What follows belongs to an exercise in optimizing a design on an open flow for small area, a short achievable clock period and few clock cycles per item; a production flow would make more cautious choices. Function was not checked in any run shown here: the RTL went through the layout flow alone. No activity file was given, so power comes from the tool's default toggle rates.

**design/flow/design.v**
```verilog
module CompMul(
	input [31:0] Multiplicand_input,
	input [31:0] Multiplier_input,
	input run,
	input rst,
	input clk,
	output ready,
	output [63:0] Product_output
	);
	reg [31:0] M;         
	reg [31:0] PL;        
	reg [31:0] S;         
	reg [31:0] C;         
	reg [7:0] LC;        
	reg CF;               
	reg iter, fin, done;
	reg [1:0] cnt;
	assign ready = done;
	assign Product_output = {S, PL};
	wire [8:0] lo_sum = {1'b0, PL[31:24]} + {1'b0, LC} + {8'd0, CF};
	wire lo_cout = lo_sum[8];
	wire [32:0] hi_sum = {S, 1'b1} + {C, lo_cout};
	wire [31:0] pp0 = M & {32{PL[0]}};
	wire [31:0] pp1 = M & {32{PL[1]}};
	wire [31:0] pp2 = M & {32{PL[2]}};
	wire [31:0] pp3 = M & {32{PL[3]}};
	wire [31:0] pp4 = M & {32{PL[4]}};
	wire [31:0] pp5 = M & {32{PL[5]}};
	wire [31:0] pp6 = M & {32{PL[6]}};
	wire [31:0] pp7 = M & {32{PL[7]}};
	wire hs0, hc0;
	HA u_hs0 (.a(C[7]), .b(S[7]), .s(hs0), .co(hc0));
	wire fs0, fc0;
	FA u_fs0 (.a(C[8]), .b(S[8]), .c(pp0[8]), .s(fs0), .co(fc0));
	wire fs1, fc1;
	FA u_fs1 (.a(C[9]), .b(S[9]), .c(pp0[9]), .s(fs1), .co(fc1));
	wire fs2, fc2;
	FA u_fs2 (.a(C[10]), .b(S[10]), .c(pp0[10]), .s(fs2), .co(fc2));
	wire fs3, fc3;
	FA u_fs3 (.a(C[11]), .b(S[11]), .c(pp0[11]), .s(fs3), .co(fc3));
	wire fs4, fc4;
	FA u_fs4 (.a(C[12]), .b(S[12]), .c(pp0[12]), .s(fs4), .co(fc4));
	wire fs5, fc5;
	FA u_fs5 (.a(C[13]), .b(S[13]), .c(pp0[13]), .s(fs5), .co(fc5));
	wire fs6, fc6;
	FA u_fs6 (.a(C[14]), .b(S[14]), .c(pp0[14]), .s(fs6), .co(fc6));
	wire fs7, fc7;
	FA u_fs7 (.a(C[15]), .b(S[15]), .c(pp0[15]), .s(fs7), .co(fc7));
	wire fs8, fc8;
	FA u_fs8 (.a(C[16]), .b(S[16]), .c(pp0[16]), .s(fs8), .co(fc8));
	wire fs9, fc9;
	FA u_fs9 (.a(C[17]), .b(S[17]), .c(pp0[17]), .s(fs9), .co(fc9));
	wire fs10, fc10;
	FA u_fs10 (.a(C[18]), .b(S[18]), .c(pp0[18]), .s(fs10), .co(fc10));
	wire fs11, fc11;
	FA u_fs11 (.a(C[19]), .b(S[19]), .c(pp0[19]), .s(fs11), .co(fc11));
	wire fs12, fc12;
	FA u_fs12 (.a(C[20]), .b(S[20]), .c(pp0[20]), .s(fs12), .co(fc12));
	wire fs13, fc13;
	FA u_fs13 (.a(C[21]), .b(S[21]), .c(pp0[21]), .s(fs13), .co(fc13));
	wire fs14, fc14;
	FA u_fs14 (.a(C[22]), .b(S[22]), .c(pp0[22]), .s(fs14), .co(fc14));
	wire fs15, fc15;
	FA u_fs15 (.a(C[23]), .b(S[23]), .c(pp0[23]), .s(fs15), .co(fc15));
	wire fs16, fc16;
	FA u_fs16 (.a(C[24]), .b(S[24]), .c(pp0[24]), .s(fs16), .co(fc16));
	wire fs17, fc17;
	FA u_fs17 (.a(C[25]), .b(S[25]), .c(pp0[25]), .s(fs17), .co(fc17));
	wire fs18, fc18;
	FA u_fs18 (.a(C[26]), .b(S[26]), .c(pp0[26]), .s(fs18), .co(fc18));
	wire fs19, fc19;
	FA u_fs19 (.a(C[27]), .b(S[27]), .c(pp0[27]), .s(fs19), .co(fc19));
	wire fs20, fc20;
	FA u_fs20 (.a(C[28]), .b(S[28]), .c(pp0[28]), .s(fs20), .co(fc20));
	wire fs21, fc21;
	FA u_fs21 (.a(C[29]), .b(S[29]), .c(pp0[29]), .s(fs21), .co(fc21));
	wire fs22, fc22;
	FA u_fs22 (.a(C[30]), .b(S[30]), .c(pp0[30]), .s(fs22), .co(fc22));
	wire fs23, fc23;
	FA u_fs23 (.a(C[31]), .b(S[31]), .c(pp0[31]), .s(fs23), .co(fc23));
	wire hs1, hc1;
	HA u_hs1 (.a(C[4]), .b(S[4]), .s(hs1), .co(hc1));
	wire fs24, fc24;
	FA u_fs24 (.a(C[5]), .b(S[5]), .c(pp0[5]), .s(fs24), .co(fc24));
	wire hs2, hc2;
	HA u_hs2 (.a(pp1[4]), .b(pp2[3]), .s(hs2), .co(hc2));
	wire fs25, fc25;
	FA u_fs25 (.a(C[6]), .b(S[6]), .c(pp0[6]), .s(fs25), .co(fc25));
	wire fs26, fc26;
	FA u_fs26 (.a(pp1[5]), .b(pp2[4]), .c(pp3[3]), .s(fs26), .co(fc26));
	wire hs3, hc3;
	HA u_hs3 (.a(pp4[2]), .b(pp5[1]), .s(hs3), .co(hc3));
	wire fs27, fc27;
	FA u_fs27 (.a(hs0), .b(pp0[7]), .c(pp1[6]), .s(fs27), .co(fc27));
	wire fs28, fc28;
	FA u_fs28 (.a(pp2[5]), .b(pp3[4]), .c(pp4[3]), .s(fs28), .co(fc28));
	wire fs29, fc29;
	FA u_fs29 (.a(pp5[2]), .b(pp6[1]), .c(pp7[0]), .s(fs29), .co(fc29));
	wire fs30, fc30;
	FA u_fs30 (.a(hc0), .b(pp1[7]), .c(pp2[6]), .s(fs30), .co(fc30));
	wire fs31, fc31;
	FA u_fs31 (.a(pp3[5]), .b(pp4[4]), .c(pp5[3]), .s(fs31), .co(fc31));
	wire fs32, fc32;
	FA u_fs32 (.a(pp6[2]), .b(pp7[1]), .c(fs0), .s(fs32), .co(fc32));
	wire fs33, fc33;
	FA u_fs33 (.a(pp1[8]), .b(pp2[7]), .c(pp3[6]), .s(fs33), .co(fc33));
	wire fs34, fc34;
	FA u_fs34 (.a(pp4[5]), .b(pp5[4]), .c(pp6[3]), .s(fs34), .co(fc34));
	wire fs35, fc35;
	FA u_fs35 (.a(pp7[2]), .b(fc0), .c(fs1), .s(fs35), .co(fc35));
	wire fs36, fc36;
	FA u_fs36 (.a(pp1[9]), .b(pp2[8]), .c(pp3[7]), .s(fs36), .co(fc36));
	wire fs37, fc37;
	FA u_fs37 (.a(pp4[6]), .b(pp5[5]), .c(pp6[4]), .s(fs37), .co(fc37));
	wire fs38, fc38;
	FA u_fs38 (.a(pp7[3]), .b(fc1), .c(fs2), .s(fs38), .co(fc38));
	wire fs39, fc39;
	FA u_fs39 (.a(pp1[10]), .b(pp2[9]), .c(pp3[8]), .s(fs39), .co(fc39));
	wire fs40, fc40;
	FA u_fs40 (.a(pp4[7]), .b(pp5[6]), .c(pp6[5]), .s(fs40), .co(fc40));
	wire fs41, fc41;
	FA u_fs41 (.a(pp7[4]), .b(fc2), .c(fs3), .s(fs41), .co(fc41));
	wire fs42, fc42;
	FA u_fs42 (.a(pp1[11]), .b(pp2[10]), .c(pp3[9]), .s(fs42), .co(fc42));
	wire fs43, fc43;
	FA u_fs43 (.a(pp4[8]), .b(pp5[7]), .c(pp6[6]), .s(fs43), .co(fc43));
	wire fs44, fc44;
	FA u_fs44 (.a(pp7[5]), .b(fc3), .c(fs4), .s(fs44), .co(fc44));
	wire fs45, fc45;
	FA u_fs45 (.a(pp1[12]), .b(pp2[11]), .c(pp3[10]), .s(fs45), .co(fc45));
	wire fs46, fc46;
	FA u_fs46 (.a(pp4[9]), .b(pp5[8]), .c(pp6[7]), .s(fs46), .co(fc46));
	wire fs47, fc47;
	FA u_fs47 (.a(pp7[6]), .b(fc4), .c(fs5), .s(fs47), .co(fc47));
	wire fs48, fc48;
	FA u_fs48 (.a(pp1[13]), .b(pp2[12]), .c(pp3[11]), .s(fs48), .co(fc48));
	wire fs49, fc49;
	FA u_fs49 (.a(pp4[10]), .b(pp5[9]), .c(pp6[8]), .s(fs49), .co(fc49));
	wire fs50, fc50;
	FA u_fs50 (.a(pp7[7]), .b(fc5), .c(fs6), .s(fs50), .co(fc50));
	wire fs51, fc51;
	FA u_fs51 (.a(pp1[14]), .b(pp2[13]), .c(pp3[12]), .s(fs51), .co(fc51));
	wire fs52, fc52;
	FA u_fs52 (.a(pp4[11]), .b(pp5[10]), .c(pp6[9]), .s(fs52), .co(fc52));
	wire fs53, fc53;
	FA u_fs53 (.a(pp7[8]), .b(fc6), .c(fs7), .s(fs53), .co(fc53));
	wire fs54, fc54;
	FA u_fs54 (.a(pp1[15]), .b(pp2[14]), .c(pp3[13]), .s(fs54), .co(fc54));
	wire fs55, fc55;
	FA u_fs55 (.a(pp4[12]), .b(pp5[11]), .c(pp6[10]), .s(fs55), .co(fc55));
	wire fs56, fc56;
	FA u_fs56 (.a(pp7[9]), .b(fc7), .c(fs8), .s(fs56), .co(fc56));
	wire fs57, fc57;
	FA u_fs57 (.a(pp1[16]), .b(pp2[15]), .c(pp3[14]), .s(fs57), .co(fc57));
	wire fs58, fc58;
	FA u_fs58 (.a(pp4[13]), .b(pp5[12]), .c(pp6[11]), .s(fs58), .co(fc58));
	wire fs59, fc59;
	FA u_fs59 (.a(pp7[10]), .b(fc8), .c(fs9), .s(fs59), .co(fc59));
	wire fs60, fc60;
	FA u_fs60 (.a(pp1[17]), .b(pp2[16]), .c(pp3[15]), .s(fs60), .co(fc60));
	wire fs61, fc61;
	FA u_fs61 (.a(pp4[14]), .b(pp5[13]), .c(pp6[12]), .s(fs61), .co(fc61));
	wire fs62, fc62;
	FA u_fs62 (.a(pp7[11]), .b(fc9), .c(fs10), .s(fs62), .co(fc62));
	wire fs63, fc63;
	FA u_fs63 (.a(pp1[18]), .b(pp2[17]), .c(pp3[16]), .s(fs63), .co(fc63));
	wire fs64, fc64;
	FA u_fs64 (.a(pp4[15]), .b(pp5[14]), .c(pp6[13]), .s(fs64), .co(fc64));
	wire fs65, fc65;
	FA u_fs65 (.a(pp7[12]), .b(fc10), .c(fs11), .s(fs65), .co(fc65));
	wire fs66, fc66;
	FA u_fs66 (.a(pp1[19]), .b(pp2[18]), .c(pp3[17]), .s(fs66), .co(fc66));
	wire fs67, fc67;
	FA u_fs67 (.a(pp4[16]), .b(pp5[15]), .c(pp6[14]), .s(fs67), .co(fc67));
	wire fs68, fc68;
	FA u_fs68 (.a(pp7[13]), .b(fc11), .c(fs12), .s(fs68), .co(fc68));
	wire fs69, fc69;
	FA u_fs69 (.a(pp1[20]), .b(pp2[19]), .c(pp3[18]), .s(fs69), .co(fc69));
	wire fs70, fc70;
	FA u_fs70 (.a(pp4[17]), .b(pp5[16]), .c(pp6[15]), .s(fs70), .co(fc70));
	wire fs71, fc71;
	FA u_fs71 (.a(pp7[14]), .b(fc12), .c(fs13), .s(fs71), .co(fc71));
	wire fs72, fc72;
	FA u_fs72 (.a(pp1[21]), .b(pp2[20]), .c(pp3[19]), .s(fs72), .co(fc72));
	wire fs73, fc73;
	FA u_fs73 (.a(pp4[18]), .b(pp5[17]), .c(pp6[16]), .s(fs73), .co(fc73));
	wire fs74, fc74;
	FA u_fs74 (.a(pp7[15]), .b(fc13), .c(fs14), .s(fs74), .co(fc74));
	wire fs75, fc75;
	FA u_fs75 (.a(pp1[22]), .b(pp2[21]), .c(pp3[20]), .s(fs75), .co(fc75));
	wire fs76, fc76;
	FA u_fs76 (.a(pp4[19]), .b(pp5[18]), .c(pp6[17]), .s(fs76), .co(fc76));
	wire fs77, fc77;
	FA u_fs77 (.a(pp7[16]), .b(fc14), .c(fs15), .s(fs77), .co(fc77));
	wire fs78, fc78;
	FA u_fs78 (.a(pp1[23]), .b(pp2[22]), .c(pp3[21]), .s(fs78), .co(fc78));
	wire fs79, fc79;
	FA u_fs79 (.a(pp4[20]), .b(pp5[19]), .c(pp6[18]), .s(fs79), .co(fc79));
	wire fs80, fc80;
	FA u_fs80 (.a(pp7[17]), .b(fc15), .c(fs16), .s(fs80), .co(fc80));
	wire fs81, fc81;
	FA u_fs81 (.a(pp1[24]), .b(pp2[23]), .c(pp3[22]), .s(fs81), .co(fc81));
	wire fs82, fc82;
	FA u_fs82 (.a(pp4[21]), .b(pp5[20]), .c(pp6[19]), .s(fs82), .co(fc82));
	wire fs83, fc83;
	FA u_fs83 (.a(pp7[18]), .b(fc16), .c(fs17), .s(fs83), .co(fc83));
	wire fs84, fc84;
	FA u_fs84 (.a(pp1[25]), .b(pp2[24]), .c(pp3[23]), .s(fs84), .co(fc84));
	wire fs85, fc85;
	FA u_fs85 (.a(pp4[22]), .b(pp5[21]), .c(pp6[20]), .s(fs85), .co(fc85));
	wire fs86, fc86;
	FA u_fs86 (.a(pp7[19]), .b(fc17), .c(fs18), .s(fs86), .co(fc86));
	wire fs87, fc87;
	FA u_fs87 (.a(pp1[26]), .b(pp2[25]), .c(pp3[24]), .s(fs87), .co(fc87));
	wire fs88, fc88;
	FA u_fs88 (.a(pp4[23]), .b(pp5[22]), .c(pp6[21]), .s(fs88), .co(fc88));
	wire fs89, fc89;
	FA u_fs89 (.a(pp7[20]), .b(fc18), .c(fs19), .s(fs89), .co(fc89));
	wire fs90, fc90;
	FA u_fs90 (.a(pp1[27]), .b(pp2[26]), .c(pp3[25]), .s(fs90), .co(fc90));
	wire fs91, fc91;
	FA u_fs91 (.a(pp4[24]), .b(pp5[23]), .c(pp6[22]), .s(fs91), .co(fc91));
	wire fs92, fc92;
	FA u_fs92 (.a(pp7[21]), .b(fc19), .c(fs20), .s(fs92), .co(fc92));
	wire fs93, fc93;
	FA u_fs93 (.a(pp1[28]), .b(pp2[27]), .c(pp3[26]), .s(fs93), .co(fc93));
	wire fs94, fc94;
	FA u_fs94 (.a(pp4[25]), .b(pp5[24]), .c(pp6[23]), .s(fs94), .co(fc94));
	wire fs95, fc95;
	FA u_fs95 (.a(pp7[22]), .b(fc20), .c(fs21), .s(fs95), .co(fc95));
	wire fs96, fc96;
	FA u_fs96 (.a(pp1[29]), .b(pp2[28]), .c(pp3[27]), .s(fs96), .co(fc96));
	wire fs97, fc97;
	FA u_fs97 (.a(pp4[26]), .b(pp5[25]), .c(pp6[24]), .s(fs97), .co(fc97));
	wire fs98, fc98;
	FA u_fs98 (.a(pp7[23]), .b(fc21), .c(fs22), .s(fs98), .co(fc98));
	wire fs99, fc99;
	FA u_fs99 (.a(pp1[30]), .b(pp2[29]), .c(pp3[28]), .s(fs99), .co(fc99));
	wire fs100, fc100;
	FA u_fs100 (.a(pp4[27]), .b(pp5[26]), .c(pp6[25]), .s(fs100), .co(fc100));
	wire fs101, fc101;
	FA u_fs101 (.a(pp7[24]), .b(fc22), .c(fs23), .s(fs101), .co(fc101));
	wire fs102, fc102;
	FA u_fs102 (.a(pp1[31]), .b(pp2[30]), .c(pp3[29]), .s(fs102), .co(fc102));
	wire fs103, fc103;
	FA u_fs103 (.a(pp4[28]), .b(pp5[27]), .c(pp6[26]), .s(fs103), .co(fc103));
	wire hs4, hc4;
	HA u_hs4 (.a(pp7[25]), .b(fc23), .s(hs4), .co(hc4));
	wire fs104, fc104;
	FA u_fs104 (.a(pp2[31]), .b(pp3[30]), .c(pp4[29]), .s(fs104), .co(fc104));
	wire hs5, hc5;
	HA u_hs5 (.a(pp5[28]), .b(pp6[27]), .s(hs5), .co(hc5));
	wire hs6, hc6;
	HA u_hs6 (.a(pp3[31]), .b(pp4[30]), .s(hs6), .co(hc6));
	wire hs7, hc7;
	HA u_hs7 (.a(C[2]), .b(S[2]), .s(hs7), .co(hc7));
	wire fs105, fc105;
	FA u_fs105 (.a(C[3]), .b(S[3]), .c(pp0[3]), .s(fs105), .co(fc105));
	wire hs8, hc8;
	HA u_hs8 (.a(pp1[2]), .b(pp2[1]), .s(hs8), .co(hc8));
	wire fs106, fc106;
	FA u_fs106 (.a(hs1), .b(pp0[4]), .c(pp1[3]), .s(fs106), .co(fc106));
	wire fs107, fc107;
	FA u_fs107 (.a(pp2[2]), .b(pp3[1]), .c(pp4[0]), .s(fs107), .co(fc107));
	wire fs108, fc108;
	FA u_fs108 (.a(hc1), .b(pp3[2]), .c(pp4[1]), .s(fs108), .co(fc108));
	wire fs109, fc109;
	FA u_fs109 (.a(pp5[0]), .b(hs2), .c(fs24), .s(fs109), .co(fc109));
	wire fs110, fc110;
	FA u_fs110 (.a(pp6[0]), .b(hc2), .c(hs3), .s(fs110), .co(fc110));
	wire fs111, fc111;
	FA u_fs111 (.a(fc24), .b(fs25), .c(fs26), .s(fs111), .co(fc111));
	wire fs112, fc112;
	FA u_fs112 (.a(hc3), .b(fc25), .c(fc26), .s(fs112), .co(fc112));
	wire fs113, fc113;
	FA u_fs113 (.a(fs27), .b(fs28), .c(fs29), .s(fs113), .co(fc113));
	wire fs114, fc114;
	FA u_fs114 (.a(fc27), .b(fc28), .c(fc29), .s(fs114), .co(fc114));
	wire fs115, fc115;
	FA u_fs115 (.a(fs30), .b(fs31), .c(fs32), .s(fs115), .co(fc115));
	wire fs116, fc116;
	FA u_fs116 (.a(fc30), .b(fc31), .c(fs33), .s(fs116), .co(fc116));
	wire fs117, fc117;
	FA u_fs117 (.a(fs34), .b(fc32), .c(fs35), .s(fs117), .co(fc117));
	wire fs118, fc118;
	FA u_fs118 (.a(fc33), .b(fc34), .c(fs36), .s(fs118), .co(fc118));
	wire fs119, fc119;
	FA u_fs119 (.a(fs37), .b(fc35), .c(fs38), .s(fs119), .co(fc119));
	wire fs120, fc120;
	FA u_fs120 (.a(fc36), .b(fc37), .c(fs39), .s(fs120), .co(fc120));
	wire fs121, fc121;
	FA u_fs121 (.a(fs40), .b(fc38), .c(fs41), .s(fs121), .co(fc121));
	wire fs122, fc122;
	FA u_fs122 (.a(fc39), .b(fc40), .c(fs42), .s(fs122), .co(fc122));
	wire fs123, fc123;
	FA u_fs123 (.a(fs43), .b(fc41), .c(fs44), .s(fs123), .co(fc123));
	wire fs124, fc124;
	FA u_fs124 (.a(fc42), .b(fc43), .c(fs45), .s(fs124), .co(fc124));
	wire fs125, fc125;
	FA u_fs125 (.a(fs46), .b(fc44), .c(fs47), .s(fs125), .co(fc125));
	wire fs126, fc126;
	FA u_fs126 (.a(fc45), .b(fc46), .c(fs48), .s(fs126), .co(fc126));
	wire fs127, fc127;
	FA u_fs127 (.a(fs49), .b(fc47), .c(fs50), .s(fs127), .co(fc127));
	wire fs128, fc128;
	FA u_fs128 (.a(fc48), .b(fc49), .c(fs51), .s(fs128), .co(fc128));
	wire fs129, fc129;
	FA u_fs129 (.a(fs52), .b(fc50), .c(fs53), .s(fs129), .co(fc129));
	wire fs130, fc130;
	FA u_fs130 (.a(fc51), .b(fc52), .c(fs54), .s(fs130), .co(fc130));
	wire fs131, fc131;
	FA u_fs131 (.a(fs55), .b(fc53), .c(fs56), .s(fs131), .co(fc131));
	wire fs132, fc132;
	FA u_fs132 (.a(fc54), .b(fc55), .c(fs57), .s(fs132), .co(fc132));
	wire fs133, fc133;
	FA u_fs133 (.a(fs58), .b(fc56), .c(fs59), .s(fs133), .co(fc133));
	wire fs134, fc134;
	FA u_fs134 (.a(fc57), .b(fc58), .c(fs60), .s(fs134), .co(fc134));
	wire fs135, fc135;
	FA u_fs135 (.a(fs61), .b(fc59), .c(fs62), .s(fs135), .co(fc135));
	wire fs136, fc136;
	FA u_fs136 (.a(fc60), .b(fc61), .c(fs63), .s(fs136), .co(fc136));
	wire fs137, fc137;
	FA u_fs137 (.a(fs64), .b(fc62), .c(fs65), .s(fs137), .co(fc137));
	wire fs138, fc138;
	FA u_fs138 (.a(fc63), .b(fc64), .c(fs66), .s(fs138), .co(fc138));
	wire fs139, fc139;
	FA u_fs139 (.a(fs67), .b(fc65), .c(fs68), .s(fs139), .co(fc139));
	wire fs140, fc140;
	FA u_fs140 (.a(fc66), .b(fc67), .c(fs69), .s(fs140), .co(fc140));
	wire fs141, fc141;
	FA u_fs141 (.a(fs70), .b(fc68), .c(fs71), .s(fs141), .co(fc141));
	wire fs142, fc142;
	FA u_fs142 (.a(fc69), .b(fc70), .c(fs72), .s(fs142), .co(fc142));
	wire fs143, fc143;
	FA u_fs143 (.a(fs73), .b(fc71), .c(fs74), .s(fs143), .co(fc143));
	wire fs144, fc144;
	FA u_fs144 (.a(fc72), .b(fc73), .c(fs75), .s(fs144), .co(fc144));
	wire fs145, fc145;
	FA u_fs145 (.a(fs76), .b(fc74), .c(fs77), .s(fs145), .co(fc145));
	wire fs146, fc146;
	FA u_fs146 (.a(fc75), .b(fc76), .c(fs78), .s(fs146), .co(fc146));
	wire fs147, fc147;
	FA u_fs147 (.a(fs79), .b(fc77), .c(fs80), .s(fs147), .co(fc147));
	wire fs148, fc148;
	FA u_fs148 (.a(fc78), .b(fc79), .c(fs81), .s(fs148), .co(fc148));
	wire fs149, fc149;
	FA u_fs149 (.a(fs82), .b(fc80), .c(fs83), .s(fs149), .co(fc149));
	wire fs150, fc150;
	FA u_fs150 (.a(fc81), .b(fc82), .c(fs84), .s(fs150), .co(fc150));
	wire fs151, fc151;
	FA u_fs151 (.a(fs85), .b(fc83), .c(fs86), .s(fs151), .co(fc151));
	wire fs152, fc152;
	FA u_fs152 (.a(fc84), .b(fc85), .c(fs87), .s(fs152), .co(fc152));
	wire fs153, fc153;
	FA u_fs153 (.a(fs88), .b(fc86), .c(fs89), .s(fs153), .co(fc153));
	wire fs154, fc154;
	FA u_fs154 (.a(fc87), .b(fc88), .c(fs90), .s(fs154), .co(fc154));
	wire fs155, fc155;
	FA u_fs155 (.a(fs91), .b(fc89), .c(fs92), .s(fs155), .co(fc155));
	wire fs156, fc156;
	FA u_fs156 (.a(fc90), .b(fc91), .c(fs93), .s(fs156), .co(fc156));
	wire fs157, fc157;
	FA u_fs157 (.a(fs94), .b(fc92), .c(fs95), .s(fs157), .co(fc157));
	wire fs158, fc158;
	FA u_fs158 (.a(fc93), .b(fc94), .c(fs96), .s(fs158), .co(fc158));
	wire fs159, fc159;
	FA u_fs159 (.a(fs97), .b(fc95), .c(fs98), .s(fs159), .co(fc159));
	wire fs160, fc160;
	FA u_fs160 (.a(fc96), .b(fc97), .c(fs100), .s(fs160), .co(fc160));
	wire fs161, fc161;
	FA u_fs161 (.a(fs99), .b(fc98), .c(fs101), .s(fs161), .co(fc161));
	wire fs162, fc162;
	FA u_fs162 (.a(fc100), .b(fc99), .c(fs102), .s(fs162), .co(fc162));
	wire fs163, fc163;
	FA u_fs163 (.a(fs103), .b(hs4), .c(fc101), .s(fs163), .co(fc163));
	wire fs164, fc164;
	FA u_fs164 (.a(pp7[26]), .b(hs5), .c(fc102), .s(fs164), .co(fc164));
	wire fs165, fc165;
	FA u_fs165 (.a(fc103), .b(fs104), .c(hc4), .s(fs165), .co(fc165));
	wire fs166, fc166;
	FA u_fs166 (.a(pp5[29]), .b(pp6[28]), .c(pp7[27]), .s(fs166), .co(fc166));
	wire fs167, fc167;
	FA u_fs167 (.a(hc5), .b(hs6), .c(fc104), .s(fs167), .co(fc167));
	wire fs168, fc168;
	FA u_fs168 (.a(pp4[31]), .b(pp5[30]), .c(pp6[29]), .s(fs168), .co(fc168));
	wire hs9, hc9;
	HA u_hs9 (.a(pp7[28]), .b(hc6), .s(hs9), .co(hc9));
	wire hs10, hc10;
	HA u_hs10 (.a(pp5[31]), .b(pp6[30]), .s(hs10), .co(hc10));
	wire hs11, hc11;
	HA u_hs11 (.a(C[1]), .b(S[1]), .s(hs11), .co(hc11));
	wire fs169, fc169;
	FA u_fs169 (.a(hs7), .b(pp0[2]), .c(pp1[1]), .s(fs169), .co(fc169));
	wire fs170, fc170;
	FA u_fs170 (.a(hc7), .b(pp3[0]), .c(hs8), .s(fs170), .co(fc170));
	wire fs171, fc171;
	FA u_fs171 (.a(hc8), .b(fc105), .c(fs106), .s(fs171), .co(fc171));
	wire fs172, fc172;
	FA u_fs172 (.a(fc106), .b(fc107), .c(fs108), .s(fs172), .co(fc172));
	wire fs173, fc173;
	FA u_fs173 (.a(fc108), .b(fs110), .c(fc109), .s(fs173), .co(fc173));
	wire fs174, fc174;
	FA u_fs174 (.a(fc110), .b(fc111), .c(fs112), .s(fs174), .co(fc174));
	wire fs175, fc175;
	FA u_fs175 (.a(fc112), .b(fc113), .c(fs114), .s(fs175), .co(fc175));
	wire fs176, fc176;
	FA u_fs176 (.a(fc114), .b(fs116), .c(fc115), .s(fs176), .co(fc176));
	wire fs177, fc177;
	FA u_fs177 (.a(fc116), .b(fs118), .c(fc117), .s(fs177), .co(fc177));
	wire fs178, fc178;
	FA u_fs178 (.a(fc118), .b(fs120), .c(fc119), .s(fs178), .co(fc178));
	wire fs179, fc179;
	FA u_fs179 (.a(fc120), .b(fs122), .c(fc121), .s(fs179), .co(fc179));
	wire fs180, fc180;
	FA u_fs180 (.a(fc122), .b(fs124), .c(fc123), .s(fs180), .co(fc180));
	wire fs181, fc181;
	FA u_fs181 (.a(fc124), .b(fs126), .c(fc125), .s(fs181), .co(fc181));
	wire fs182, fc182;
	FA u_fs182 (.a(fc126), .b(fs128), .c(fc127), .s(fs182), .co(fc182));
	wire fs183, fc183;
	FA u_fs183 (.a(fc128), .b(fs130), .c(fc129), .s(fs183), .co(fc183));
	wire fs184, fc184;
	FA u_fs184 (.a(fc130), .b(fs132), .c(fc131), .s(fs184), .co(fc184));
	wire fs185, fc185;
	FA u_fs185 (.a(fc132), .b(fs134), .c(fc133), .s(fs185), .co(fc185));
	wire fs186, fc186;
	FA u_fs186 (.a(fc134), .b(fs136), .c(fc135), .s(fs186), .co(fc186));
	wire fs187, fc187;
	FA u_fs187 (.a(fc136), .b(fs138), .c(fc137), .s(fs187), .co(fc187));
	wire fs188, fc188;
	FA u_fs188 (.a(fc138), .b(fs140), .c(fc139), .s(fs188), .co(fc188));
	wire fs189, fc189;
	FA u_fs189 (.a(fc140), .b(fs142), .c(fc141), .s(fs189), .co(fc189));
	wire fs190, fc190;
	FA u_fs190 (.a(fc142), .b(fs144), .c(fc143), .s(fs190), .co(fc190));
	wire fs191, fc191;
	FA u_fs191 (.a(fc144), .b(fs146), .c(fc145), .s(fs191), .co(fc191));
	wire fs192, fc192;
	FA u_fs192 (.a(fc146), .b(fs148), .c(fc147), .s(fs192), .co(fc192));
	wire fs193, fc193;
	FA u_fs193 (.a(fc148), .b(fs150), .c(fc149), .s(fs193), .co(fc193));
	wire fs194, fc194;
	FA u_fs194 (.a(fc150), .b(fs152), .c(fc151), .s(fs194), .co(fc194));
	wire fs195, fc195;
	FA u_fs195 (.a(fc152), .b(fs154), .c(fc153), .s(fs195), .co(fc195));
	wire fs196, fc196;
	FA u_fs196 (.a(fc154), .b(fs156), .c(fc155), .s(fs196), .co(fc196));
	wire fs197, fc197;
	FA u_fs197 (.a(fc156), .b(fs158), .c(fc157), .s(fs197), .co(fc197));
	wire fs198, fc198;
	FA u_fs198 (.a(fc158), .b(fs160), .c(fc159), .s(fs198), .co(fc198));
	wire fs199, fc199;
	FA u_fs199 (.a(fc160), .b(fs162), .c(fc161), .s(fs199), .co(fc199));
	wire fs200, fc200;
	FA u_fs200 (.a(fc162), .b(fs164), .c(fs165), .s(fs200), .co(fc200));
	wire fs201, fc201;
	FA u_fs201 (.a(fs166), .b(fc164), .c(fs167), .s(fs201), .co(fc201));
	wire fs202, fc202;
	FA u_fs202 (.a(fc166), .b(fs168), .c(hs9), .s(fs202), .co(fc202));
	wire fs203, fc203;
	FA u_fs203 (.a(pp7[29]), .b(hs10), .c(fc168), .s(fs203), .co(fc203));
	wire hs12, hc12;
	HA u_hs12 (.a(pp6[31]), .b(pp7[30]), .s(hs12), .co(hc12));
	wire hs13, hc13;
	HA u_hs13 (.a(C[0]), .b(S[0]), .s(hs13), .co(hc13));
	wire fs204, fc204;
	FA u_fs204 (.a(hs11), .b(pp0[1]), .c(pp1[0]), .s(fs204), .co(fc204));
	wire fs205, fc205;
	FA u_fs205 (.a(hc11), .b(pp2[0]), .c(fs169), .s(fs205), .co(fc205));
	wire fs206, fc206;
	FA u_fs206 (.a(fc169), .b(fs105), .c(fs170), .s(fs206), .co(fc206));
	wire fs207, fc207;
	FA u_fs207 (.a(fs107), .b(fc170), .c(fs171), .s(fs207), .co(fc207));
	wire fs208, fc208;
	FA u_fs208 (.a(fc171), .b(fs109), .c(fs172), .s(fs208), .co(fc208));
	wire fs209, fc209;
	FA u_fs209 (.a(fc172), .b(fs111), .c(fs173), .s(fs209), .co(fc209));
	wire fs210, fc210;
	FA u_fs210 (.a(fs113), .b(fc173), .c(fs174), .s(fs210), .co(fc210));
	wire fs211, fc211;
	FA u_fs211 (.a(fc174), .b(fs115), .c(fs175), .s(fs211), .co(fc211));
	wire fs212, fc212;
	FA u_fs212 (.a(fc175), .b(fs117), .c(fs176), .s(fs212), .co(fc212));
	wire fs213, fc213;
	FA u_fs213 (.a(fs119), .b(fc176), .c(fs177), .s(fs213), .co(fc213));
	wire fs214, fc214;
	FA u_fs214 (.a(fs121), .b(fc177), .c(fs178), .s(fs214), .co(fc214));
	wire fs215, fc215;
	FA u_fs215 (.a(fs123), .b(fc178), .c(fs179), .s(fs215), .co(fc215));
	wire fs216, fc216;
	FA u_fs216 (.a(fs125), .b(fc179), .c(fs180), .s(fs216), .co(fc216));
	wire fs217, fc217;
	FA u_fs217 (.a(fs127), .b(fc180), .c(fs181), .s(fs217), .co(fc217));
	wire fs218, fc218;
	FA u_fs218 (.a(fs129), .b(fc181), .c(fs182), .s(fs218), .co(fc218));
	wire fs219, fc219;
	FA u_fs219 (.a(fs131), .b(fc182), .c(fs183), .s(fs219), .co(fc219));
	wire fs220, fc220;
	FA u_fs220 (.a(fs133), .b(fc183), .c(fs184), .s(fs220), .co(fc220));
	wire fs221, fc221;
	FA u_fs221 (.a(fs135), .b(fc184), .c(fs185), .s(fs221), .co(fc221));
	wire fs222, fc222;
	FA u_fs222 (.a(fs137), .b(fc185), .c(fs186), .s(fs222), .co(fc222));
	wire fs223, fc223;
	FA u_fs223 (.a(fs139), .b(fc186), .c(fs187), .s(fs223), .co(fc223));
	wire fs224, fc224;
	FA u_fs224 (.a(fs141), .b(fc187), .c(fs188), .s(fs224), .co(fc224));
	wire fs225, fc225;
	FA u_fs225 (.a(fs143), .b(fc188), .c(fs189), .s(fs225), .co(fc225));
	wire fs226, fc226;
	FA u_fs226 (.a(fs145), .b(fc189), .c(fs190), .s(fs226), .co(fc226));
	wire fs227, fc227;
	FA u_fs227 (.a(fs147), .b(fc190), .c(fs191), .s(fs227), .co(fc227));
	wire fs228, fc228;
	FA u_fs228 (.a(fs149), .b(fc191), .c(fs192), .s(fs228), .co(fc228));
	wire fs229, fc229;
	FA u_fs229 (.a(fs151), .b(fc192), .c(fs193), .s(fs229), .co(fc229));
	wire fs230, fc230;
	FA u_fs230 (.a(fs153), .b(fc193), .c(fs194), .s(fs230), .co(fc230));
	wire fs231, fc231;
	FA u_fs231 (.a(fs155), .b(fc194), .c(fs195), .s(fs231), .co(fc231));
	wire fs232, fc232;
	FA u_fs232 (.a(fs157), .b(fc195), .c(fs196), .s(fs232), .co(fc232));
	wire fs233, fc233;
	FA u_fs233 (.a(fs159), .b(fc196), .c(fs197), .s(fs233), .co(fc233));
	wire fs234, fc234;
	FA u_fs234 (.a(fs161), .b(fc197), .c(fs198), .s(fs234), .co(fc234));
	wire fs235, fc235;
	FA u_fs235 (.a(fs163), .b(fc198), .c(fs199), .s(fs235), .co(fc235));
	wire fs236, fc236;
	FA u_fs236 (.a(fc163), .b(fs200), .c(fc199), .s(fs236), .co(fc236));
	wire fs237, fc237;
	FA u_fs237 (.a(fc165), .b(fs201), .c(fc200), .s(fs237), .co(fc237));
	wire fs238, fc238;
	FA u_fs238 (.a(fc167), .b(fs202), .c(fc201), .s(fs238), .co(fc238));
	wire fs239, fc239;
	FA u_fs239 (.a(hc9), .b(fs203), .c(fc202), .s(fs239), .co(fc239));
	wire fs240, fc240;
	FA u_fs240 (.a(hc10), .b(hs12), .c(fc203), .s(fs240), .co(fc240));
	wire hs14, hc14;
	HA u_hs14 (.a(pp7[31]), .b(hc12), .s(hs14), .co(hc14));
	wire [39:0] TS = {hc14, fc240, fc239, fc238, fc237, fc236, fc235, fc234, fc233, fc232, fc231, fc230, fc229, fc228, fc227, fc226, fc225, fc224, fc223, fc222, fc221, fc220, fc219, fc218, fc217, fc216, fc215, fc214, fc213, fc212, fc211, fc210, fc209, fc208, fc207, fc206, fc205, fc204, hc13, hs13};
	wire [39:0] TC = {1'b0, hs14, fs240, fs239, fs238, fs237, fs236, fs235, fs234, fs233, fs232, fs231, fs230, fs229, fs228, fs227, fs226, fs225, fs224, fs223, fs222, fs221, fs220, fs219, fs218, fs217, fs216, fs215, fs214, fs213, fs212, fs211, fs210, fs209, fs208, fs207, fs206, fs205, fs204, pp0[0]};
	always @(posedge clk or posedge rst) begin
		if (rst) begin
			iter <= 1'b0;
			fin <= 1'b0;
			done <= 1'b0;
			cnt <= 2'd0;
			S <= 32'd0;
		end else begin
			if (iter) S <= TS[39:8];
			else S <= hi_sum[32:1];
			if (!iter && !fin && !done) begin
				if (run) iter <= 1'b1;
				cnt <= 2'd0;
			end else if (iter) begin
				cnt <= cnt + 2'd1;
				if (cnt == 2'd3) begin
					iter <= 1'b0;
					fin <= 1'b1;
				end
			end else if (fin) begin
				fin <= 1'b0;
				done <= 1'b1;
			end
		end
	end
	always @(posedge clk) begin
		M <= Multiplicand_input;
		C <= iter ? TC[39:8] : 32'd0;
		LC <= iter ? TC[7:0] : 8'd0;
		CF <= iter & lo_cout;
		if (iter) PL <= {TS[7:0], lo_sum[7:0], PL[23:8]};
		else if (fin || done) PL[31:24] <= lo_sum[7:0];
		else PL <= Multiplier_input;
	end
endmodule
module FA(input a, input b, input c, output s, output co);
	assign s = a ^ b ^ c;
	assign co = (a & b) | (a & c) | (b & c);
endmodule
module HA(input a, input b, output s, output co);
	assign s = a ^ b;
	assign co = a & b;
endmodule
```
**design/flow/run.sh**
```bash
#!/bin/bash
# synth_recipe.tcl (not shown) runs the flow's synth.tcl, then flattens the netlist and writes it again
# the make line also repeats each setting of config.mk as NAME=value (left out here)
make -C /OpenROAD-flow-scripts/flow DESIGN_CONFIG=/design/flow/config.mk WORK_HOME=/design/flow/orfs CLKGATE_MAP_FILE= SYNTH_SCRIPT=/design/flow/synth_recipe.tcl finish
```
**design/flow/config.mk**
```make
export PLATFORM = sky130hd
export DESIGN_NAME = CompMul
export DESIGN_NICKNAME = CompMul
export VERILOG_FILES = /design/flow/design.v
export SDC_FILE = /design/flow/constraint.sdc
export NUM_CORES = 4
export LEC_CHECK = 0
export CAP_MARGIN = 20
export CORE_MARGIN = 2
export CORE_UTILIZATION = 40
export SLEW_MARGIN = 20
export SYNTH_HIERARCHICAL = 1
export SYNTH_MINIMUM_KEEP_SIZE = 0
```
**design/flow/constraint.sdc**
```tcl
create_clock -name core_clock -period 10.0 [get_ports {clk}]
set_input_delay 2.0000 -clock core_clock [delete_from_list [all_inputs] [get_ports {clk}]]
set_output_delay 2.0000 -clock core_clock [all_outputs]
set_load 0.01 [all_outputs]
```
==> results of run 1 <==
power groups by stage:
stage          sequential [mW]  clock [mW]  combinational, mW
2_1_floorplan            0.767           0              0.752
6_report                 0.776       0.661               1.21
3_3_place_gp             0.792           0               1.22
4_1_cts                  0.781       0.675               1.24
3_5_place_dp             0.793           0               1.24
5_1_grt                  0.789       0.698               1.38
per-layer routing:
layer	part of all wire	up-vias	global-route usage	wire length [um]
li1	-	4077	-	-
met3	0.035	15	0.0335	1220
met5	0	-	0	0
met2	0.50	179	0.355	17500
met1	0.46	4747	0.293	16200
met4	0.0068	0	0.0363	238
through the flow:
stage	total power [mW]	cell area [sq um]	hold slack (ps)
finish	2.65	15700	504
floorplan	1.52	13300	467
CTS	2.70	15600	508
global route	2.87	15700	526
detailed placement	2.03	15000	492
global placement	2.01	15000	481
cells in the final DEF, fill, tap and decap left out, drive strengths merged, types with 5 or more instances in the layout:
cell	count
and2	298
fa	244
clkdlybuf4s50	131
dfxtp	80
nand2	58
o21ai	55
ha	54
dfrtp	37
a21oi	33
inv	32
mux2	25
edfxtp	24
a21o	24
nor2	21
clkbuf	17
xnor2	15
xor2	11
mux2i	9
buf	9
nor3	8
a31oi	7
a211oi	7
nor3b	6
o31ai	6
nand3	5
o21a	5
worst max-delay path by stage:
stage                       from           endpoint
final                     PL[24]              S[31]
after floorplan           PL[24]              S[31]
after global placement    PL[24]              S[31]
after CTS                  PL[5]  Product_output[5]
after global routing      PL[24]              S[31]
after detailed placement  PL[24]              S[25]
cell type report:
cell class	count	share of cell area
repair buffers	140	0.0890
inverters	22	0.00527
clock buffers	17	0.0272
clock inverters	15	0.0105
multi-input cells	950	0.625
flip-flops and latches	141	0.208
well taps	442	0.0353
per-module statistics from Yosys, one instance, submodules excluded:
module   area (sq um)  flip-flops and latches
HA               12.5                       0
FA               20.0                       0
CompMul          8300                     141
registers in the layout, summed over array words and instances, names as in the netlist:
| signal | flops |
|---|---|
| C | 31 |
| CF | 1 |
| LC | 8 |
| M | 32 |
| PL | 32 |
| S | 32 |
| cnt | 2 |
| done | 1 |
| fin | 1 |
| iter | 1 |
kinds of logic after synthesis:
logic type / after synthesis / share of synthesized area
and+or+nand+nor: 420 / 0.184
DFF: 141 / 0.244
muxes: 34 / 0.0279
buffers and inverters: 73 / 0.0210
adders and majority gates: 298 / 0.418
other: 1 / 0.000282
AOI/OAI and AO/OA: 171 / 0.0886
xor gates and xnor gates: 26 / 0.0171
synth_stat cells, types with 3 or more instances:
cell	instances	area, sq um
and2_1	298	1860
fa_1	244	4880
dfxtp_1	80	1600
nand2_1	58	218
ha_1	54	676
clkbuf_1	48	180
o21ai_0	48	240
dfrtp_1	37	926
a21oi_1	32	160
mux2_2	25	282
a21o_1	24	180
edfxtp_1	24	721
inv_1	21	78.8
nor2_1	21	78.8
xnor2_1	15	131
xor2_1	11	96.3
mux2i_1	9	90.1
a31oi_1	7	43.8
nor3_1	7	35.0
nor3b_1	6	45.0
nand3_1	5	25.0
o21a_1	5	37.5
o21ai_1	5	25.0
a211oi_1	4	30.0
nand4_1	4	25.0
nor2b_1	4	25.0
o211ai_1	4	30.0
o22ai_1	4	25.0
o31ai_1	4	30.0
or3_1	4	25.0
a21boi_0	3	22.5
worst max-delay path, delay by kind of cell (launching register included):
family,cells,cell delay (ps)
compound gates,12,2640
fa+ha+maj,3,1050
flops,1,320
buf+inv,2,130
==> qor.csv, run 1 <==
stage,metric,value,unit
power_and_ir_drop,Lkg Pwr,6.63,nW
global_route,first-pass GRT wire length,56800,um
timing,final setup TNS,0,ps
min_path,Hold Path Class,register to register,
timing,crit path time final,4270,ps
clock_tree,Clock Pin Slew Worst Setup and Hold Paths,70,ps
timing,final hold violations,0,
synth,predominant post-synthesis flop cell,dfxtp_1,
placement,gpl congestion,0.877,
worst_setup_path,required time worst endpoint,10320,ps
floorplan,Ports,132,
clock_tree,htree depth,4,
synth,"EDFF count, synth",24,
power_and_ir_drop,internal power,1.61,mW
cells_and_area,number of diodes,0,
placement,"worst slack, placed",5730,ps
synth,Synth async-reset ratio,0.262,
timing,Max-Slew Margin vs Limit,0.325,
cells_and_area,nets,1637,
synth,cell count after synthesis,1164,
power_and_ir_drop,combinational power share,0.458,
route,Iteration-0 DRC Markers,481,
global_route,largest net degree at the start of global routing,74,
floorplan,Die Height,186,um
outcome,status,no timing/DRC/antenna violations,
worst_setup_path,R2R depth,17,
global_route,GRT overflow,0,
clock_tree,Resized Gates After CTS,0,
clock_tree,hold buffer count at CTS,0,
synth,Mean Syn Cell Area,11.4,sq um
worst_setup_path,critical path arrival,4590,ps
placement,Port-buffer cells,131,
route,Routed WL,35100,um
placement,Cell Count Post-Placement,1693,
global_route,initial antenna violation count,1,
cells_and_area,Multi-input gate area,9790,sq um
worst_setup_path,Critical Path Fanout Max,5,
cells_and_area,layout cells sized above 1,0.0685,
global_route,GR Util All Layers,0.211,
worst_setup_path,CP Cell Sequence,"inv_1, fa_1, inv_1, fa_1, a21o_1, a21oi_1, o21ai_1, a21boi_0, fa_1, a21oi_1, o211a_1, o21ai_2, a221oi_4, o31ai_2, a211oi_2, a21oi_1, o221a_2",
placement,Post-DP HPWL,26700,um
power_and_ir_drop,Switching Share,0.392,
route,via count,9018,
timing,Peak Freq,0.234,GHz
worst_setup_path,crit end category,register,
power_and_ir_drop,Worst IR Drop VDD,0.000139,V
cells_and_area,Syn-to-layout area delta,17.6,%
clock_tree,CTS Root Buffer Type,clkbuf_16,
timing,Setup Skew,19.4,ps
timing,RSZ-0062 raised after global routing,no,
route,Routed WL per cell,20.3,um
clock_tree,TritonCTS Buffers,17,
route,post-route ant nets,0,
power_and_ir_drop,Pwr Density,169,nW/um^2
route,routed vias/inst,5.22,
synth,post-synth cell types,70,
worst_setup_path,R2R Setup Slk,5730,ps
synth,Syn Nets,1529,
timing,Slew @ Worst Pin,1010,ps
min_path,hold path startpoint,done,
clock_tree,clock insertion delay at the later pin of the skew report,440,ps
timing,final worst slack,5730,ps
synth,Post-Syn Area,13300,sq um
power_and_ir_drop,Psw,1.04,mW
cells_and_area,Layout Utilization,0.479,
floorplan,row cnt,66,
cells_and_area,Final Instance Count excl. Fillers,1727,
synth,#FFs+latches synth,141,
worst_setup_path,kind of critical path,register to register,
worst_setup_path,CP peak stage delay,460,ps
flow_run,MaxCap Viol Count,0,
cells_and_area,Layout fillers,3035,
clock_tree,# clock sinks,141,
global_route,vias in the first global route,9967,
floorplan,initial core utilization,0.407,
floorplan,die area,34800,sq um
min_path,Hold Path Depth,1,
timing,"Slew Viols, Final",0,
worst_setup_path,R2R Path End,S[31],
power_and_ir_drop,sequential fraction of design power,0.293,
power_and_ir_drop,Clock Power Share,0.249,
route,TritonRoute pass-1 iters,5,
route,DRC,0,
clock_tree,Longest Clk Path Bufs,2,
floorplan,Core ar.,32700,sq um
floorplan,die width,186,um
cells_and_area,register area,3250,sq um
worst_setup_path,crit path launch type,register,
clock_tree,CTS tree,done,
clock_tree,post-CTS setup repair buffer count,0,
timing,final setup violation count,0,
timing,Tcrit/Tclk final,0.427,
min_path,worst hold endpoint,done,
worst_setup_path,CP max stage cell,a221oi_4,
worst_setup_path,reg2reg start,PL[24],
synth,"Seq/Total Area, Yosys",0.244,
synth,YS warnings,7,
==> run 2: changes to the inputs <==
--- a/design/flow/design.v
+++ b/design/flow/design.v
@@ -17,9 +17,12 @@
 	reg [1:0] cnt;
 	assign ready = done;
 	assign Product_output = {S, PL};
-	wire [8:0] lo_sum = {1'b0, PL[31:24]} + {1'b0, LC} + {8'd0, CF};
+	wire [9:0] lo_sum2 = {1'b0, PL[31:24], 1'b1} + {1'b0, LC, CF};
+	wire [8:0] lo_sum = lo_sum2[9:1];
 	wire lo_cout = lo_sum[8];
-	wire [32:0] hi_sum = {S, 1'b1} + {C, lo_cout};
+	wire [40:0] fin_sum2 = {S, PL[31:24], 1'b1} + {C, LC, CF};
+	wire [31:0] hi_sum = fin_sum2[40:9];
+	wire [7:0] fin_lo = fin_sum2[8:1];
 	wire [31:0] pp0 = M & {32{PL[0]}};
 	wire [31:0] pp1 = M & {32{PL[1]}};
 	wire [31:0] pp2 = M & {32{PL[2]}};
@@ -551,7 +554,7 @@
 			S <= 32'd0;
 		end else begin
 			if (iter) S <= TS[39:8];
-			else S <= hi_sum[32:1];
+			else S <= hi_sum;
 			if (!iter && !fin && !done) begin
 				if (run) iter <= 1'b1;
 				cnt <= 2'd0;
@@ -573,7 +576,7 @@
 		LC <= iter ? TC[7:0] : 8'd0;
 		CF <= iter & lo_cout;
 		if (iter) PL <= {TS[7:0], lo_sum[7:0], PL[23:8]};
-		else if (fin || done) PL[31:24] <= lo_sum[7:0];
+		else if (fin || done) PL[31:24] <= fin_lo;
 		else PL <= Multiplier_input;
 	end
 endmodule
==> design/flow/flow/run.sh (new file) <==
#!/bin/bash
# Own layout flow: the standard layout (standard.sh), with two changes:
#  - the port buffers that buffer_ports inserts are of the cell named in flow/knobs
#    (PORT_BUF) instead of the default pick;
#  - repair_timing aims for the setup margin named in flow/knobs (SETUP_MARGIN).
# Each make run writes its full output to a log file in this folder; ORFS's own
# per-step logs stay under orfs/logs/.
set -euo pipefail
source flow/knobs
bash standard.sh \
  "BUFFER_PORTS_ARGS=-buffer_cell $PORT_BUF" \
  "SETUP_SLACK_MARGIN=$SETUP_MARGIN" \
  finish > make_finish.log 2>&1
==> design/flow/flow/knobs (new file) <==
PORT_BUF=sky130_fd_sc_hd__buf_2
SETUP_MARGIN=6.5
==> design/flow/standard.sh (new file) <==
#!/bin/bash
# synth_recipe.tcl (not shown) runs the flow's synth.tcl, then flattens the netlist and writes it again
# the make line also repeats each setting of config.mk as NAME=value (left out here)
make -C /OpenROAD-flow-scripts/flow DESIGN_CONFIG=/design/flow/config.mk WORK_HOME=/design/flow/orfs CLKGATE_MAP_FILE= SYNTH_SCRIPT=/design/flow/synth_recipe.tcl "${@:-finish}"
removed: design/flow/run.sh
==> qor.csv, run 2 <==
stage,metric,value,unit
outcome,status,no timing/DRC/antenna violations,
timing,final setup violation count,0,
clock_tree,TritonCTS Buffers,17,
synth,Syn Nets,1555,
timing,"Slew Viols, Final",0,
worst_setup_path,Critical Path Fanout Max,6,
worst_setup_path,critical path arrival,3750,ps
timing,RSZ-0062 raised after global routing,yes,
synth,Synth Area in Simple Gates,0.193,
power_and_ir_drop,Worst IR Drop VDD,0.000118,V
worst_setup_path,crit path launch type,register,
floorplan,die area,35000,sq um
timing,final setup TNS,0,ps
timing,Setup Skew,12.9,ps
cells_and_area,biggest regs,"M (32), PL (32), S (32)",
cells_and_area,register area,3250,sq um
cells_and_area,"commonest non-fill, non-tap cell in the layout",and2_1,
synth,leading area contributor after synthesis,fa_1,
cells_and_area,layout cells sized above 1,0.177,
clock_tree,htree depth,4,
placement,gpl congestion,0.876,
power_and_ir_drop,Final Power,2.71,mW
synth,post-synth cell types,66,
synth,post-synthesis mux area share,0.0269,
power_and_ir_drop,Pwr Density,178,nW/um^2
route,TritonRoute pass-1 iters,4,
clock_tree,clock insertion delay at the later pin of the skew report,440,ps
timing,Slew @ Worst Pin,1000,ps
route,Routed WL,36600,um
route,via count,9309,
floorplan,row cnt,67,
synth,cell count after synthesis,1191,
floorplan,Ports,132,
synth,Synth async-reset ratio,0.262,
timing,final hold violations,0,
synth,#FFs+latches synth,141,
cells_and_area,Multi-input gate area,9920,sq um
route,routed vias/inst,5.25,
clock_tree,# clock sinks,141,
worst_setup_path,R2R depth,10,
placement,Port-buffer cells,131,
synth,Post-synth top cells,"and2_1, fa_1, dfxtp_1",
route,Routed WL per cell,20.7,um
timing,Max-Slew Margin vs Limit,0.329,
synth,most common cell in the netlist,and2_1,
flow_run,MaxCap Viol Count,0,
clock_tree,Clock Pin Slew Worst Setup and Hold Paths,60,ps
placement,Post-DP HPWL,27900,um
synth,"Seq/Total Area, Yosys",0.242,
synth,post-synth top area share,0.361,
min_path,Hold Path Class,register to register,
power_and_ir_drop,Lkg Pwr,6.68,nW
route,Iteration-0 DRC Markers,518,
worst_setup_path,required time worst endpoint,10300,ps
synth,main combinational cell family by area after synthesis,adder cells,
floorplan,die width,187,um
route,DRC,0,
cells_and_area,Final Instance Count excl. Fillers,1773,
synth,YS warnings,7,
placement,Area after DPL,14600,sq um
global_route,GRT overflow,0,
clock_tree,Longest Clk Path Bufs,2,
timing,Tcrit/Tclk final,0.345,
floorplan,initial core utilization,0.403,
timing,crit path time final,3450,ps
timing,Peak Freq,0.290,GHz
worst_setup_path,kind of critical path,register to register,
synth,adder-cell share of the synthesized area,0.412,
synth,post-synthesis compound-gate area fraction,0.0830,
floorplan,Die Height,187,um
min_path,Hold Path Depth,1,
global_route,vias in the first global route,10200,
cells_and_area,nets,1675,
clock_tree,CTS Root Buffer Type,clkbuf_16,
synth,xor and xnor area share after synthesis,0.0222,
global_route,first-pass GRT wire length,58300,um
global_route,GR Util All Layers,0.217,
synth,predominant post-synthesis flop cell,dfxtp_1,
synth,"top cells by area, synth","fa_1, and2_1, dfxtp_1",
placement,Cell Count Post-Placement,1726,
cells_and_area,most frequent cells in the layout,"and2_1, fa_1, buf_2",
cells_and_area,Layout fillers,3165,
route,post-route ant nets,0,
synth,"EDFF count, synth",24,
synth,Mean Syn Cell Area,11.3,sq um
clock_tree,CTS tree,done,
worst_setup_path,crit end category,register,
global_route,largest net degree at the start of global routing,73,
global_route,initial antenna violation count,2,
clock_tree,hold buffer count at CTS,0,
cells_and_area,Syn-to-layout area delta,13.7,%
floorplan,Core ar.,33300,sq um
cells_and_area,"Design Area, Final",15300,sq um
synth,Post-Syn Area,13400,sq um
run 2: cell count changes in the layout (fill, tap and decap cells not counted), moves of 7 or more:
cell | before | now
a21o_1 | 24 | 16
a21oi_1 | 32 | 39
buf_2 | 0 | 131
buf_4 | 7 | 19
clkdlybuf4s50_1 | 131 | 0
fa_1 | 244 | 237
inv_1 | 20 | 13
nand2_1 | 57 | 67
nand4_1 | 4 | 14
o21ai_0 | 48 | 57
o21bai_1 | 1 | 8
xnor2_1 | 15 | 22
run 2: kinds of logic (layout without fill, tap and decap cells):
group,Yosys count,in the layout
buffers and inverters,69,202
DFF,141,141
muxes,33,33
adders and majority gates,297,297
xor gates and xnor gates,34,34
AOI/OAI and AO/OA,170,170
other,1,2
and+or+nand+nor,446,446
run 2: critical path, cell delays in order (launching register included):
cell and delay (ps):
edfxtp_1 350, buf_4 180, clkbuf_16 170, and2_1 170, fa_1 510, fa_1 430
fa_1 390, fa_1 470, fa_1 420, a21oi_1 170, a211oi_1 60
run 2: layout make-up:
| class | instances | share of cell area |
|---|---|---|
| tap | 448 | 0.0367 |
| multi-input combinational | 981 | 0.650 |
| inverter | 15 | 0.00369 |
| clock buffer | 17 | 0.0279 |
| timing repair buffer | 155 | 0.0585 |
| clock inverter | 15 | 0.0100 |
| sequential | 141 | 0.213 |
| antenna | 1 | 0.000164 |
run 2: final timing paths:
check / start / to / slack [ps]
max: PL[0] / S[20] / 6550
min: cnt[0] / cnt[0] / 480
max reg2reg: PL[0] / S[20] / 6550
min reg2reg: cnt[0] / cnt[0] / 480
max in group asynchronous: rst / iter / 7620
min in group asynchronous: rst / done / 1730
run 2: where the power goes:
group	total, mW	internal (mW)	switching (mW)
clock	0.649	0.351	0.298
combinational	1.27	0.573	0.697
sequential	0.793	0.661	0.132
run 2: layer usage:
layer  track usage  vias to the layer above  part of all wire
met4        0.0534                        0             0.020
met2         0.362                      190              0.50
li1              -                     4211                 -
met5             0                        -                 0
met3        0.0379                       39             0.035
met1         0.293                     4869              0.45
run 2: stage by stage:
step	hold slack, ps	setup WS (ps)	utilization
floorplan	457	6730	-
global placement	473	6040	0.436
detailed placement	479	6210	0.437
CTS	488	6510	0.457
global route	492	6470	0.459
finish	480	6550	0.459
run 2: timing repair:
| item | 4_1_cts | 5_1_grt |
|---|---|---|
| endpoints found under the setup margin | 60 | 21 |
| buffers inserted | 11 | 1 |
| cloned | 0 | 2 |
| pin swaps | 0 | 1 |
| gates resized for setup | 0 | 7 |
run 2: per-module statistics from Yosys, one instance, submodules excluded:
module | flip-flops and latches | cell area (sq um) | cells inside
HA | 0 | 12.5 | 1
CompMul | 141 | 8410 | 935
FA | 0 | 20.0 | 1
==> run 3: changes to the inputs <==
==> design/flow/flow/knobs (replaced) <==
PORT_BUF=sky130_fd_sc_hd__buf_2
SETUP_MARGIN=0
==> qor.csv, run 3 <==
stage,metric,value,unit
cells_and_area,Layout Utilization,0.455,
synth,#FFs+latches synth,141,
synth,cell count after synthesis,1191,
timing,Tcrit/Tclk final,0.399,
timing,"Slew Viols, Final",0,
placement,Area after DPL,14600,sq um
power_and_ir_drop,Worst IR Drop VDD,0.000118,V
worst_setup_path,CP bufs+invs,2,
route,Routed WL,36200,um
synth,"top cells by area, synth","fa_1, and2_1, dfxtp_1",
worst_setup_path,crit path launch type,register,
worst_setup_path,required time worst endpoint,8000,ps
min_path,Hold Path Class,register to register,
power_and_ir_drop,Clock Power Share,0.240,
route,DRC,0,
worst_setup_path,Critical Path Fanout Max,19,
synth,"EDFF count, synth",24,
clock_tree,# clock sinks,141,
worst_setup_path,crit end category,output port,
global_route,GRT overflow,0,
clock_tree,Resized Gates After CTS,0,
cells_and_area,biggest regs,"M (32), PL (32), S (32)",
synth,leading area contributor after synthesis,fa_1,
power_and_ir_drop,Psw,1.12,mW
timing,final hold violations,0,
floorplan,die area,35000,sq um
cells_and_area,"Design Area, Final",15100,sq um
placement,Post-DP HPWL,27900,um
worst_setup_path,CP Cell Sequence,"buf_4, buf_2",
worst_setup_path,CP Depth,2,
clock_tree,CTS Root Buffer Type,clkbuf_16,
timing,worst hold slack,482,ps
timing,RSZ-0062 raised after global routing,no,
worst_setup_path,kind of critical path,register to output port,
timing,crit path time final,3990,ps
cells_and_area,Syn-to-layout area delta,12.7,%
worst_setup_path,critical path arrival,1990,ps
power_and_ir_drop,Lkg Pwr,6.61,nW
synth,Mean Syn Cell Area,11.3,sq um
synth,YS warnings,7,
route,post-route ant nets,0,
floorplan,die width,187,um
power_and_ir_drop,sequential fraction of design power,0.294,
synth,Post-Syn Area,13400,sq um
cells_and_area,layout cells sized above 1,0.164,
route,Routed WL per cell,20.6,um
global_route,first-pass GRT wire length,58100,um
power_and_ir_drop,internal power,1.58,mW
floorplan,Core ar.,33300,sq um
clock_tree,Clock Pin Slew Worst Setup and Hold Paths,70,ps
cells_and_area,number of diodes,0,
synth,post-synth top area share,0.361,
power_and_ir_drop,combinational power share,0.467,
cells_and_area,Layout fillers,3171,
synth,post-synth cell types,66,
worst_setup_path,CP top delay family,flip-flops,
route,routed vias/inst,5.25,
power_and_ir_drop,Switching Share,0.415,
flow_run,MaxCap Viol Count,0,
route,Iteration-0 DRC Markers,460,
synth,"Seq/Total Area, Yosys",0.242,
global_route,GR Util All Layers,0.216,
floorplan,Die Height,187,um
global_route,vias in the first global route,10200,
timing,Peak Freq,0.251,GHz
floorplan,row cnt,67,
cells_and_area,Multi-input gate area,9910,sq um
cells_and_area,nets,1661,
synth,most common cell in the netlist,and2_1,
worst_setup_path,CP max stage cell,edfxtp_1,
global_route,initial antenna violation count,0,
clock_tree,htree depth,4,
synth,Post-synth top cells,"and2_1, fa_1, dfxtp_1",
clock_tree,TritonCTS Buffers,17,
timing,final setup violation count,0,
cells_and_area,"commonest non-fill, non-tap cell in the layout",and2_1,
timing,Max-Slew Margin vs Limit,0.340,
placement,gpl congestion,0.876,
placement,Port-buffer cells,131,
worst_setup_path,CP peak stage delay,960,ps
route,TritonRoute pass-1 iters,5,
cells_and_area,register area,3250,sq um
global_route,largest net degree at the start of global routing,73,
synth,Synth async-reset ratio,0.262,
floorplan,initial core utilization,0.403,
clock_tree,Longest Clk Path Bufs,2,
clock_tree,clock insertion delay at the later pin of the skew report,440,ps
timing,Slew @ Worst Pin,986,ps
timing,final setup TNS,0,ps
outcome,status,no timing/DRC/antenna violations,
cells_and_area,most frequent cells in the layout,"and2_1, fa_1, buf_2",
min_path,Hold Path Depth,1,
floorplan,Ports,132,
synth,predominant post-synthesis flop cell,dfxtp_1,
synth,Syn Nets,1555,
worst_setup_path,R2R depth,7,
clock_tree,post-CTS setup repair buffer count,0,
clock_tree,CTS tree,done,
timing,Setup Skew,12.7,ps
power_and_ir_drop,Pwr Density,179,nW/um^2
power_and_ir_drop,Final Power,2.70,mW
route,via count,9236,
clock_tree,hold buffer count at CTS,0,
run 3: cell count changes in the layout (fill, tap and decap cells not counted):
cell and delta:
diode_2 -1, clkbuf_16 -1, fa_1 +5, fa_2 -5, o21ai_1 -1, buf_6 -2
buf_12 -1, buf_4 -11, o21ai_0 +1, buf_16 +1
run 3: power by group through the flow:
stage	clock (mW)	combinational, mW	sequential (mW)
floorplan	0	0.848	0.782
global placement	0	1.24	0.809
detailed placement	0	1.26	0.809
CTS	0.660	1.28	0.797
global route	0.685	1.44	0.806
finish	0.647	1.26	0.794
run 3: through the flow:
stage / setup WS [ps] / std cells
finish: 6010 / 1758
global route: 5970 / 1758
CTS: 6080 / 1758
detailed placement: 6210 / 1726
global placement: 6040 / 1724
floorplan: 6730 / 1191
run 3: layout make-up:
class / count / share of cell area
Multi-Input combinational cell: 981 / 0.655
Sequential cell: 141 / 0.215
Tap cell: 448 / 0.0370
Inverter: 15 / 0.00372
Clock buffer: 17 / 0.0281
Timing Repair Buffer: 141 / 0.0509
Clock inverter: 15 / 0.0101
run 3: kinds of logic after synthesis:
kind of cell	count (synthesis)	synth area share
other cells	1	0.000279
compound gates	170	0.0830
xor+xnor	34	0.0222
buf+inv	69	0.0199
simple gates	446	0.193
fa+ha+maj	297	0.412
mux	33	0.0269
flops	141	0.242
run 3: Yosys stat by module, one instance, submodules excluded:
module,cell area (sq um),flip-flops and latches,times used
CompMul,8410,141,1
FA,20.0,0,241
HA,12.5,0,15
run 3: metal layers:
layer,vias to the layer above,routed length [um],global-route usage
li1,4177,-,-
met1,4812,16200,0.293
met2,210,17800,0.361
met3,37,1490,0.0379
met4,0,672,0.0522
met5,-,0,0
run 3: worst register-to-register path, stage by stage, from the launching register on:
cell and delay [ps]:
edfxtp_1 960, buf_4 400, and2_1 190, fa_1 450
fa_1 460, fa_1 570, fa_1 480, and2_1 180
run 3: worst paths after layout:
| check | from | slack (ps) | endpoint |
|---|---|---|---|
| worst max-delay path | PL[1] | 6010 | Product_output[1] |
| worst max register to register | PL[1] | 6200 | C[0] |
| min in group asynchronous | rst | 1730 | done |
| worst min-delay path | cnt[0] | 480 | cnt[0] |
| max in group asynchronous | rst | 7620 | iter |
| worst min register to register | cnt[0] | 480 | cnt[0] |
==> run 4: changes to the inputs <==
==> design/flow/flow/knobs (replaced) <==
PORT_BUF=sky130_fd_sc_hd__buf_2
SETUP_MARGIN=7.2
==> qor.csv, run 4 <==
stage,metric,value,unit
outcome,status,no timing/DRC/antenna violations,
worst_setup_path,kind of critical path,register to register,
synth,Post-Syn Area,13400,sq um
timing,crit path time final,3390,ps
clock_tree,htree depth,4,
timing,final setup violation count,0,
synth,leading area contributor after synthesis,fa_1,
cells_and_area,"commonest non-fill, non-tap cell in the layout",and2_1,
floorplan,die width,187,um
worst_setup_path,CP bufs+invs,2,
cells_and_area,most frequent cells in the layout,"and2_1, fa_1, buf_2",
power_and_ir_drop,Worst IR Drop VDD,0.000137,V
route,Routed WL,39600,um
cells_and_area,Layout fillers,2916,
clock_tree,TritonCTS Buffers,17,
timing,Slew @ Worst Pin,1100,ps
global_route,routing usage on met3,0.0328,
clock_tree,# clock sinks,141,
global_route,initial antenna violation count,1,
timing,"Slew Viols, Final",0,
clock_tree,Longest Clk Path Bufs,2,
synth,Syn Nets,1555,
floorplan,Core ar.,33300,sq um
worst_setup_path,"most used cell, CP",fa_2,
floorplan,Die Height,187,um
timing,final setup TNS,0,ps
power_and_ir_drop,Lkg Pwr,7.12,nW
global_route,GRT overflow,0,
global_route,largest net degree at the start of global routing,111,
synth,post-synth cell types,66,
cells_and_area,nets,1729,
clock_tree,CTS tree,done,
route,routed vias/inst,5.27,
placement,Post-DP HPWL,27500,um
route,post-route ant nets,0,
worst_setup_path,crit end category,register,
timing,final hold violations,0,
synth,Synth async-reset ratio,0.262,
power_and_ir_drop,Pwr Density,180,nW/um^2
synth,"EDFF count, synth",24,
synth,"Seq/Total Area, Yosys",0.242,
timing,Setup Skew,10.0,ps
timing,RSZ-0062 raised after global routing,yes,
flow_run,MaxCap Viol Count,0,
min_path,Hold Path Class,register to register,
clock_tree,CTS Root Buffer Type,clkbuf_16,
cells_and_area,biggest regs,"M (32), PL (32), S (32)",
route,TritonRoute pass-1 iters,5,
timing,Tcrit/Tclk final,0.339,
worst_setup_path,CP max stage cell,fa_2,
synth,"top cells by area, synth","fa_1, and2_1, dfxtp_1",
floorplan,row cnt,67,
synth,post-synth top area share,0.361,
synth,Post-synth top cells,"and2_1, fa_1, dfxtp_1",
synth,most common cell in the netlist,and2_1,
floorplan,die area,35000,sq um
worst_setup_path,Critical Path Fanout Max,5,
clock_tree,clock insertion delay at the later pin of the skew report,430,ps
global_route,first-pass GRT wire length,60500,um
global_route,global route hottest layer,met2,
power_and_ir_drop,Final Power,3.01,mW
timing,Max-Slew Margin vs Limit,0.267,
worst_setup_path,CP peak stage delay,540,ps
route,DRC,0,
placement,gpl congestion,0.842,
cells_and_area,number of diodes,0,
worst_setup_path,critical path arrival,3710,ps
synth,YS warnings,7,
floorplan,Ports,132,
route,Routed WL per cell,21.7,um
global_route,GR Util All Layers,0.226,
[run 4: cell count changes in the layout (fill, tap and decap cells not counted), moves of 25 or more]
cell,delta
dfrtp_1,-25
buf_4,+34
buf_6,+60
fa_2,+65
dfrtp_2,+25
and2_4,+25
fa_1,-65
buf_2,-43
and2_1,-25
[run 4: worst paths after layout]
path	end	from	cells after the start	slack, ps
max	C[4]	PL[0]	9	6610
min	cnt[0]	cnt[0]	1	500
max reg2reg	C[4]	PL[0]	9	6610
min reg2reg	cnt[0]	cnt[0]	1	500
max in group asynchronous	iter	rst	2	7650
min in group asynchronous	S[29]	rst	2	1740
[run 4: power by group]
part	switching, mW	internal, mW	total [mW]
clock network	0.285	0.412	0.697
registers	0.136	0.676	0.812
logic	0.755	0.741	1.50
total	1.18	1.83	3.01
[run 4: cell type report]
cell class                      instances  area, sq um  area share
Multi-Input combinational cell        981        10300       0.616
Sequential cell                       141         3300       0.197
Timing Repair Buffer                  209         1870       0.112
Tap cell                              448          561      0.0335
Clock buffer                           18          450      0.0270
Clock inverter                         14          181      0.0109
Inverter                               15         60.1     0.00359
[run 4: through the flow]
step | hold slack [ps] | utilization | setup slack [ps] | cells | cell area (sq um)
after global placement | 477 | 0.439 | 6280 | 1725 | 14600
after detailed placement | 486 | 0.440 | 6210 | 1726 | 14600
after CTS | 501 | 0.483 | 6610 | 1800 | 16100
after floorplan | 457 | - | 6780 | 1191 | 13500
after global routing | 534 | 0.502 | 6540 | 1826 | 16700
final | 501 | 0.502 | 6610 | 1826 | 16700
[run 4: repair_timing]
item	CTS	global route
setup buffers	37	21
cloned	5	5
setup endpoints to repair	134	130
gates resized for setup	104	105
hold buffers	0	0
pin swaps	6	31
[run 4: Yosys stat by module, one instance, submodules excluded]
module,cells,copies in the design,flops+latches
CompMul,935,1,141
FA,1,241,0
HA,1,15,0
[run 4: metal layers]
| layer | up-vias | part of all wire |
|---|---|---|
| met5 | - | 0 |
| met3 | 27 | 0.042 |
| met1 | 5020 | 0.44 |
| met2 | 256 | 0.50 |
| li1 | 4317 | - |
| met4 | 0 | 0.011 |
[run 4: worst register-to-register path, stage by stage (launching register included)]
cell and delay, ps:
edfxtp_1 420, buf_6 160, clkbuf_16 160, and2_4 150, fa_1 500, fa_2 450
fa_2 350, fa_2 540, fa_1 400, and2_1 160
[run 4: cells by family (layout without fill, tap and decap cells)]
group | count (synthesis) | in the layout | share of synthesized area
other | 1 | 1 | 0.000279
XOR/XNOR | 34 | 34 | 0.0222
flip-flops | 141 | 141 | 0.242
multiplexers | 33 | 33 | 0.0269
AND/OR/NAND/NOR | 446 | 446 | 0.193
adder cells (fa/ha/maj) | 297 | 297 | 0.412
buffers and inverters | 69 | 256 | 0.0199
AO/OA/AOI/OAI | 170 | 170 | 0.0830
